This design comes from an exercise in tuning for small area and a short achievable clock period on the open sky130 flow, not from production work.
The RTL was checked by simulation tests, not by an equivalence proof against the original design.

== v15 ==
// ROTATING_VECTORING
module ROTATING_VECTORING(clk,xi,yi,xf,yf);
 input clk;
 input [15:0] xi,yi;
 output [15:0] xf,yf;
  reg [15:0] a0, b0, c0;    
  reg        n0;            
  wire [15:0] a0n, b0n, c0n;
  addc u_a0(.a(xi), .b(~yi), .ci(1'b1), .s(a0n));
  addc u_b0(.a(xi), .b(yi),  .ci(1'b0), .s(b0n));
  addc u_c0(.a(yi), .b(~xi), .ci(1'b1), .s(c0n));
  always @(posedge clk) begin
    a0 <= a0n; b0 <= b0n; c0 <= c0n; n0 <= yi[15];
  end
  wire [15:0] vx0 = n0 ? a0 : b0;
  wire [15:0] vy0 = n0 ? b0 : c0;
  reg [15:0] vx1r, vy1r;
  wire [15:0] vx1n, vy1n;
  cstep #(1) v1(.x(vx0), .y(vy0), .cw(~vy0[15]), .xo(vx1n), .yo(vy1n));
  always @(posedge clk) begin vx1r <= vx1n; vy1r <= vy1n; end
  wire [15:0] vx1 = vx1r, vy1 = vy1r;
  reg [15:0] vx2r, vy2r;
  wire [15:0] vx2n, vy2n;
  cstep #(2) v2(.x(vx1), .y(vy1), .cw(~vy1[15]), .xo(vx2n), .yo(vy2n));
  always @(posedge clk) begin vx2r <= vx2n; vy2r <= vy2n; end
  wire [15:0] vx2 = vx2r, vy2 = vy2r;
  reg [15:0] vx3r, vy3r;
  wire [15:0] vx3n, vy3n;
  cstep #(3) v3(.x(vx2), .y(vy2), .cw(~vy2[15]), .xo(vx3n), .yo(vy3n));
  always @(posedge clk) begin vx3r <= vx3n; vy3r <= vy3n; end
  wire [15:0] vx3 = vx3r, vy3 = vy3r;
  reg [15:0] vx4r, vy4r;
  wire [15:0] vx4n, vy4n;
  cstep #(4) v4(.x(vx3), .y(vy3), .cw(~vy3[15]), .xo(vx4n), .yo(vy4n));
  always @(posedge clk) begin vx4r <= vx4n; vy4r <= vy4n; end
  wire [15:0] vx4 = vx4r, vy4 = vy4r;
  reg [15:0] vx5r, vy5r;
  wire [15:0] vx5n, vy5n;
  cstep #(5) v5(.x(vx4), .y(vy4), .cw(~vy4[15]), .xo(vx5n), .yo(vy5n));
  reg vx5l;   
  reg [15:6] vx5h;
  always @(posedge clk) begin vx5h <= vx5n[15:6]; vx5l <= |vx5n[5:0]; vy5r <= vy5n; end
  wire [15:0] vy5 = vy5r;
  wire [15:0] sx5 = {{6{vx5h[15]}}, vx5h};
  wire        cx5 = vx5h[15] & vx5l;
  wire [15:0] vy6n;
  addc v6(.a(vy5), .b(sx5 ^ {16{~vy5[15]}}), .ci(cx5 ^ ~vy5[15]), .s(vy6n));
  reg vs6;
  ...
Size in the first run: roughly 540 flip-flops, ~65 I/O pins, about 36000 sq um of cells after synthesis.
Settings: LEC_CHECK=0, CAP_MARGIN=20, CORE_MARGIN=2, CORE_UTILIZATION=40, SLEW_MARGIN=20; clock period 12.0 ns.
standard.sh (not shown) runs the stock make flow with config.mk's settings and CLKGATE_MAP_FILE= SYNTH_SCRIPT=/design/flow/synth_recipe.tcl, a recipe that flattens the netlist after the stock synthesis.
==> flow/flow/run.sh <==
#!/bin/bash
# Own layout flow: the standard ORFS flow, with timing repair aimed at a
# slack margin below the clock period and stronger port buffers.
set -euo pipefail
export SETUP_SLACK_MARGIN=8.0
export BUFFER_PORTS_ARGS="-buffer_cell sky130_fd_sc_hd__buf_2"
bash standard.sh > standard_flow.log 2>&1
v15 | status: complete | timing, DRC, antenna: pass
> inputs changed (v15 -> v35)
==> flow/run.sh (new file) <==
#!/bin/bash
# synth_recipe.tcl (not shown) runs the flow's synth.tcl, then flattens the netlist and writes it again
# the make line also repeats each setting of config.mk as NAME=value (left out here)
make -C /OpenROAD-flow-scripts/flow DESIGN_CONFIG=/design/flow/config.mk WORK_HOME=/design/flow/orfs CLKGATE_MAP_FILE= SYNTH_SCRIPT=/design/flow/synth_recipe.tcl finish
removed: flow/flow/run.sh
removed: flow/standard.sh
[summary]
v35 was carried through to the last stage, and its layout satisfied the timing, design-rule and antenna checks. v35 has less setup slack than v15. Looking at design area across both flows, v35 is the weaker of the two, with v15 ahead. Routed wire length of v35 falls short of that of v15 slightly.
Relative to v35, the following input files were edited for v45:
==> flow/flow/run.sh (new file) <==
#!/bin/bash
# Own layout flow: the standard ORFS flow, with timing repair aimed at a
# slack margin below the clock period and stronger port buffers.
set -euo pipefail
export SETUP_SLACK_MARGIN=9.2
export BUFFER_PORTS_ARGS="-buffer_cell sky130_fd_sc_hd__buf_2"
bash standard.sh > standard_flow.log 2>&1
==> flow/standard.sh (new file) <==
#!/bin/bash
# synth_recipe.tcl (not shown) runs the flow's synth.tcl, then flattens the netlist and writes it again
# the make line also repeats each setting of config.mk as NAME=value (left out here)
make -C /OpenROAD-flow-scripts/flow DESIGN_CONFIG=/design/flow/config.mk WORK_HOME=/design/flow/orfs CLKGATE_MAP_FILE= SYNTH_SCRIPT=/design/flow/synth_recipe.tcl "${@:-finish}"
removed: flow/run.sh
Findings:
- v45 finished every stage and its layout cleared the timing, design-rule and antenna checks.
- v35: PASS, flow complete, no timing, DRC or antenna violations
- Going from v35 to v45, sequential cell count of the final layout held, least setup slack across all paths after layout went up 1.21 ns.
- Diff v35 -> v45 | final cell count | increase of 240
- Changes observed in v45 relative to v35: number of global-route vias before repair moved up; post-route cell area moved up; final critical-path share of the clock period moved down; total buffers and inverters traversed by the critical path moved up.
- Routed length per instance | v45 above v35
diff inputs: v45 => v16
diff --git a/flow/flow/run.sh b/flow/flow/run.sh
--- a/flow/flow/run.sh
+++ b/flow/flow/run.sh
@@ -4,3 +4,3 @@
 set -euo pipefail
-export SETUP_SLACK_MARGIN=9.2
+export SETUP_SLACK_MARGIN=8.6
 export BUFFER_PORTS_ARGS="-buffer_cell sky130_fd_sc_hd__buf_2"
==> comparison <==
v45 | status: complete | timing, DRC, antenna: pass
Every stage of the flow completed for v16, and the final layout passed the timing, design-rule and antenna checks.
v45 has a higher non-clock buffer count than v16.
Final-stage net count: v16 lower than v45
Total of fill cells in the finished design (v16 vs. v45) increases by a few percent
Higher multi-input gate share of the layout cell area goes to v16 over v45.
When v16 is set beside v45, its post-route standard cell area excluding fillers turns out to be 3600 sq um smaller.
Summary of v16 over v45: sequential share of layout area went up.

Another version of the RTL of ROTATING_VECTORING (not shown whole).
For scale: about 3800 cells after synthesis, ~65 I/O pins, ~35000 um^2 of cells after synthesis.
Settings: LEC_CHECK=0, CAP_MARGIN=20, CORE_MARGIN=2, CORE_UTILIZATION=50, PLACE_DENSITY=0.85, SLEW_MARGIN=20, SYNTH_HIERARCHICAL=1; clock period 12.0 ns.
==> flow/flow/run.sh <==
#!/bin/bash
# Own layout flow: the standard ORFS flow (standard.sh, unchanged synthesis),
# with these changes to how the layout is made:
#  - every port still gets a buffer, a buf_2 instead of the default delay buffer;
#  - clock tree: no dummy loads, clusters of up to 12 flip-flops, a clkbuf_16 root
#    and clkbuf_4/8 elsewhere (one balanced tree for all registers).
# The make output goes to standard_flow.log, each tool's log to orfs/logs/.
set -euo pipefail
export SETUP_SLACK_MARGIN=8.6
export BUFFER_PORTS_ARGS="-buffer_cell sky130_fd_sc_hd__buf_2"
export CTS_ARGS="-sink_clustering_enable -repair_clock_nets -dont_use_dummy_load -root_buf sky130_fd_sc_hd__clkbuf_16 -sink_clustering_size 12 -sink_clustering_max_diameter 50 -buf_list {sky130_fd_sc_hd__clkbuf_4 sky130_fd_sc_hd__clkbuf_8}"
bash standard.sh > standard_flow.log 2>&1
The starting point finished clean.
Next try:
==> flow/flow/run.sh (replaced) <==
#!/bin/bash
# Own layout flow: the standard ORFS flow, with timing repair aimed at a
# slack margin below the clock period and stronger port buffers.
set -euo pipefail
export SETUP_SLACK_MARGIN=8.6
export BUFFER_PORTS_ARGS="-buffer_cell sky130_fd_sc_hd__buf_2"
export CTS_ARGS="-sink_clustering_enable -repair_clock_nets -dont_use_dummy_load -root_buf sky130_fd_sc_hd__clkbuf_16 -sink_clustering_size 12 -sink_clustering_max_diameter 50 -buf_list {sky130_fd_sc_hd__clkbuf_4 sky130_fd_sc_hd__clkbuf_8}"
bash standard.sh > standard_flow.log 2>&1
--- a/flow/config.mk
+++ b/flow/config.mk
@@ -8,6 +8,6 @@
 export CAP_MARGIN = 20
 export CORE_MARGIN = 2
-export CORE_UTILIZATION = 50
-export PLACE_DENSITY = 0.85
+export CORE_UTILIZATION = 40
+export PLACE_DENSITY = 0.75
 export SLEW_MARGIN = 20
 export SYNTH_HIERARCHICAL = 1
Result: Synthesized cell count stays the same; global-route usage goes down by 4.1 points; final area went up slightly; final cell count grows by a few percent; die area is higher by a quarter to a third; core utilization drops by 11 points; critical path depth went down by 7; hold slack gains 0.018 ns; via count drops slightly.
Next try:
--- a/flow/flow/run.sh
+++ b/flow/flow/run.sh
@@ -1,5 +1,9 @@
 #!/bin/bash
-# Own layout flow: the standard ORFS flow, with timing repair aimed at a
-# slack margin below the clock period and stronger port buffers.
+# Own layout flow: the standard ORFS flow (standard.sh, unchanged synthesis),
+# with these changes to how the layout is made:
+#  - every port still gets a buffer, a buf_2 instead of the default delay buffer;
+#  - clock tree: no dummy loads, clusters of up to 12 flip-flops, a clkbuf_16 root
+#    and clkbuf_4/8 elsewhere (one balanced tree for all registers).
+# The make output goes to standard_flow.log, each tool's log to orfs/logs/.
 set -euo pipefail
 export SETUP_SLACK_MARGIN=8.6
--- a/flow/config.mk
+++ b/flow/config.mk
@@ -8,5 +8,5 @@
 export CAP_MARGIN = 20
 export CORE_MARGIN = 2
-export CORE_UTILIZATION = 40
+export CORE_UTILIZATION = 33
 export PLACE_DENSITY = 0.75
 export SLEW_MARGIN = 20
Die area increases by about 20%.
Worst hold slack loses 0.048 ns.
Setup slack gets worse by 0.057 ns.

## run 1
Another version of the RTL of ROTATING_VECTORING (not shown whole).
Size: ~3,700 cells after synthesis, roughly 500 flip-flops, ~65 I/O pins, about 35,000 sq um of cells after synthesis.
clock: 12.0 ns
lec_check: 0
cap_margin: 20
core_margin: 2
core_utilization: 40
slew_margin: 20
synth_hierarchical: 1
==> flow/flow/run.sh <==
#!/bin/bash
# Own layout flow: the standard ORFS flow, with timing repair aimed at a
# slack margin below the clock period and stronger port buffers.
set -euo pipefail
export SETUP_SLACK_MARGIN=8.6
export BUFFER_PORTS_ARGS="-buffer_cell sky130_fd_sc_hd__buf_2"
export CTS_ARGS="-sink_clustering_enable -repair_clock_nets -dont_use_dummy_load -buf_list {sky130_fd_sc_hd__clkbuf_4 sky130_fd_sc_hd__clkbuf_8}"
bash standard.sh > standard_flow.log 2>&1
The following lists how run 2 was set up differently from run 1:
diff --git a/flow/flow/run.sh b/flow/flow/run.sh
--- a/flow/flow/run.sh
+++ b/flow/flow/run.sh
@@ -5 +5 @@
-export SETUP_SLACK_MARGIN=8.6
+export SETUP_SLACK_MARGIN=8.4
@@ -7 +7 @@
-export CTS_ARGS="-sink_clustering_enable -repair_clock_nets -dont_use_dummy_load -buf_list {sky130_fd_sc_hd__clkbuf_4 sky130_fd_sc_hd__clkbuf_8}"
+export CTS_ARGS="-sink_clustering_enable -repair_clock_nets -dont_use_dummy_load -sink_clustering_size 12 -sink_clustering_max_diameter 50 -buf_list {sky130_fd_sc_hd__clkbuf_4 sky130_fd_sc_hd__clkbuf_8}"
--- outcome ---
The multi-input combinational cell area reported for run 2 is smaller than that of run 1 by about 0.9%.
Run comparison: run 1 slowest library cell on the worst path dfxtp_2; run 2 slowest library cell on the worst path ha_1
Comparing run 1 and run 2, the lower detailed-route wire length was measured on run 2.
Lower number of cells on the critical path among run 1 and run 2: run 1
Delta(final critical path time including I/O delays and setup, run 2 - run 1) > 0
[inputs] run 3 vs run 2
diff --git a/flow/flow/run.sh b/flow/flow/run.sh
--- a/flow/flow/run.sh
+++ b/flow/flow/run.sh
@@ -7 +7 @@
-export CTS_ARGS="-sink_clustering_enable -repair_clock_nets -dont_use_dummy_load -sink_clustering_size 12 -sink_clustering_max_diameter 50 -buf_list {sky130_fd_sc_hd__clkbuf_4 sky130_fd_sc_hd__clkbuf_8}"
+export CTS_ARGS="-sink_clustering_enable -repair_clock_nets -dont_use_dummy_load -buf_list {sky130_fd_sc_hd__clkbuf_4 sky130_fd_sc_hd__clkbuf_8}"
--- outcome ---
Timing, DRC, antenna: 0 failures across run 2 and run 3
Number of synthesized flops with an enable pin: run 2 vs run 3 — no meaningful difference
Sum of negative setup slack came out exactly the same in run 2 and run 3.
Inputs modified between run 3 and run 4:
- CORE_UTILIZATION: 40 -> 50
diff --git a/flow/flow/run.sh b/flow/flow/run.sh
--- a/flow/flow/run.sh
+++ b/flow/flow/run.sh
@@ -5 +5 @@
-export SETUP_SLACK_MARGIN=8.4
+export SETUP_SLACK_MARGIN=8.6
### Flow results
- Wire length of the first global-routing pass down 1.6 mm in run 4 wrt run 3
- Run 4 against run 3: final clock period utilization by the worst path held steady; tightest hold margin stayed essentially flat.
- The flow did not stop early for run 4: all stages ran, and the layout cleared the timing, design-rule and antenna checks.
- Sort run 3 and run 4 by standard cell area after detailed placement, descending, and run 3 comes first.
- Per the comparison of run 4 with run 3, global-route met2 utilization +7.5 points; routed wire length moved up; routed via count divided by cell count climbed about 5%.
## Diff of input files: run 5 against run 4
- swapping 50 for 40 in CORE_UTILIZATION
diff --git a/flow/flow/run.sh b/flow/flow/run.sh
--- a/flow/flow/run.sh
+++ b/flow/flow/run.sh
@@ -7 +7 @@
-export CTS_ARGS="-sink_clustering_enable -repair_clock_nets -dont_use_dummy_load -buf_list {sky130_fd_sc_hd__clkbuf_4 sky130_fd_sc_hd__clkbuf_8}"
+export CTS_ARGS="-sink_clustering_enable -repair_clock_nets -dont_use_dummy_load -root_buf sky130_fd_sc_hd__clkbuf_16 -tree_buf sky130_fd_sc_hd__clkbuf_16 -sink_clustering_size 12 -sink_clustering_max_diameter 50 -buf_list {sky130_fd_sc_hd__clkbuf_4 sky130_fd_sc_hd__clkbuf_8}"
Notes after the runs:
Run 5: PASS, flow complete, no timing, DRC or antenna violations
Changes observed in run 5 relative to run 4: number of tap instances now larger; count of filler cells inserted in the layout now larger.

ROTATING_VECTORING with an RTL version that a note above also has.
For scale: about 3800 cells after synthesis, ~490 flip-flops, roughly 65 I/O pins, ~35000 sq um of cells after synthesis.
==> flow/config.mk <==
export PLATFORM = sky130hd
export DESIGN_NAME = ROTATING_VECTORING
export DESIGN_NICKNAME = ROTATING_VECTORING
export VERILOG_FILES = /design/flow/design.v
export SDC_FILE = /design/flow/constraint.sdc
export NUM_CORES = 4
export LEC_CHECK = 0
export CAP_MARGIN = 20
export CORE_MARGIN = 2
export CORE_UTILIZATION = 40
export SLEW_MARGIN = 20
export SYNTH_HIERARCHICAL = 1
==> flow/constraint.sdc <==
create_clock -name core_clock -period 12.0 [get_ports {clk}]
set_input_delay 2.4000 -clock core_clock [delete_from_list [all_inputs] [get_ports {clk}]]
set_output_delay 2.4000 -clock core_clock [all_outputs]
set_load 0.01 [all_outputs]
==> flow/flow/run.sh <==
#!/bin/bash
# Own layout flow: the standard ORFS flow, with timing repair aimed at a
# slack margin below the clock period and stronger port buffers.
set -euo pipefail
export SETUP_SLACK_MARGIN=8.8
export BUFFER_PORTS_ARGS="-buffer_cell sky130_fd_sc_hd__buf_2"
export CTS_ARGS="-sink_clustering_enable -repair_clock_nets -dont_use_dummy_load -sink_clustering_size 12 -sink_clustering_max_diameter 50 -buf_list {sky130_fd_sc_hd__clkbuf_4 sky130_fd_sc_hd__clkbuf_8}"
bash standard.sh > standard_flow.log 2>&1
==> next run, changes <==
--- a/flow/flow/run.sh
+++ b/flow/flow/run.sh
@@ -3,5 +3,5 @@
 # slack margin below the clock period and stronger port buffers.
 set -euo pipefail
-export SETUP_SLACK_MARGIN=8.8
+export SETUP_SLACK_MARGIN=8.6
 export BUFFER_PORTS_ARGS="-buffer_cell sky130_fd_sc_hd__buf_2"
 export CTS_ARGS="-sink_clustering_enable -repair_clock_nets -dont_use_dummy_load -sink_clustering_size 12 -sink_clustering_max_diameter 50 -buf_list {sky130_fd_sc_hd__clkbuf_4 sky130_fd_sc_hd__clkbuf_8}"
- PLACE_DENSITY: unset -> 0.75
Via count is about the same; die area does not change; critical path depth does not change; global-route usage fell by 1.2 points; clock-buffer cell count decreases by 7; worst setup slack gets worse by 26 ps.
==> next run, changes <==
==> flow/flow/run.sh (replaced) <==
#!/bin/bash
# Own layout flow: the standard ORFS flow (standard.sh, unchanged synthesis),
# with these changes to how the layout is made:
#  - every port still gets a buffer, a buf_2 instead of the default delay buffer;
#  - clock tree: no dummy loads, clusters of up to 12 flip-flops, a clkbuf_16 root
#    and clkbuf_4/8 elsewhere (one balanced tree for all registers).
# The make output goes to standard_flow.log, each tool's log to orfs/logs/.
set -euo pipefail
export SETUP_SLACK_MARGIN=8.6
export BUFFER_PORTS_ARGS="-buffer_cell sky130_fd_sc_hd__buf_2"
export CTS_ARGS="-sink_clustering_enable -repair_clock_nets -dont_use_dummy_load -root_buf sky130_fd_sc_hd__clkbuf_16 -sink_clustering_size 12 -sink_clustering_max_diameter 50 -buf_list {sky130_fd_sc_hd__clkbuf_4 sky130_fd_sc_hd__clkbuf_8}"
bash standard.sh > standard_flow.log 2>&1
- CORE_UTILIZATION: 40 -> 50
Outcome: The new run finished with timing, DRC and antenna clean. Final cell count drops by a few percent. Die area decreases by about a fifth. Clock-buffer cell count came out lower by 3. Cell area falls slightly. Area after synthesis stays the same.
==> next run, changes <==
==> flow/flow/run.sh (replaced) <==
#!/bin/bash
# Own layout flow: the standard ORFS flow, with timing repair aimed at a
# slack margin below the clock period and stronger port buffers.
set -euo pipefail
export SETUP_SLACK_MARGIN=8.6
export BUFFER_PORTS_ARGS="-buffer_cell sky130_fd_sc_hd__buf_2"
export CTS_ARGS="-sink_clustering_enable -repair_clock_nets -dont_use_dummy_load -sink_clustering_size 12 -sink_clustering_max_diameter 50 -buf_list {sky130_fd_sc_hd__clkbuf_4 sky130_fd_sc_hd__clkbuf_8}"
bash standard.sh > standard_flow.log 2>&1
- CORE_UTILIZATION: 50 -> 40
- PLACE_DENSITY: 0.75 -> 0.9
=> Count of clock-buffer cells in the layout goes up by 1; via count rose by 3.6%; cell area grows by 0.63%; maximum frequency fell by 4.4%; area after synthesis does not change; non-clock buffer count drops by 2.

[afterwards: timing with drivers on the ports]
The results above use ideal ports. As a check the final layouts listed here were re-extracted and re-timed, cells and wires unchanged. Step 1, drivers: a clkbuf_16 drives clk and a buf_2 each remaining input, both assumed. Step 2 times the ports against the registers' clock, not the clock port: input delays grow and output delays shrink by t, the midpoint of the rising clock arrivals with the driver on. Slacks: ideal / step 1 / step 2; pairs: ideal / step 1.
run	t, ns	setup WS [ns]	latest minus earliest clock arrival (ns)
v15	0.674	8.123 / 8.145 / 7.471	0.038 / 0.038
v35	0.672	7.014 / 7.025 / 6.353	0.041 / 0.041
v45	0.674	8.227 / 8.218 / 7.543	0.039 / 0.039
v16	0.677	8.226 / 8.215 / 7.537	0.029 / 0.029
the first run of note 2	0.603	8.535 / 8.527 / 7.973	0.061 / 0.062
the second run of note 2	0.609	8.600 / 8.540 / 8.031	0.073 / 0.073
the third run of note 2	0.605	8.543 / 8.518 / 7.964	0.087 / 0.086
run 1	0.715	8.518 / 8.455 / 7.905	0.125 / 0.126
run 2	0.678	8.461 / 8.429 / 7.825	0.114 / 0.114
run 3	0.714	8.501 / 8.438 / 7.828	0.096 / 0.096
run 4	0.697	8.509 / 8.455 / 7.859	0.066 / 0.066
run 5	0.616	8.483 / 8.503 / 7.887	0.105 / 0.104
the first run of note 4	0.684	8.522 / 8.462 / 8.006	0.101 / 0.101
the second run of note 4	0.694	8.497 / 8.438 / 7.995	0.095 / 0.094
the third run of note 4	0.596	8.621 / 8.562 / 8.072	0.064 / 0.064
the fourth run of note 4	0.706	8.467 / 8.404 / 7.952	0.136 / 0.136
After both steps setup and hold are still met in every run listed. For v16, which loses most, drivers alone change the setup slack by -0.011 ns; drivers and shift together by -0.689 ns.
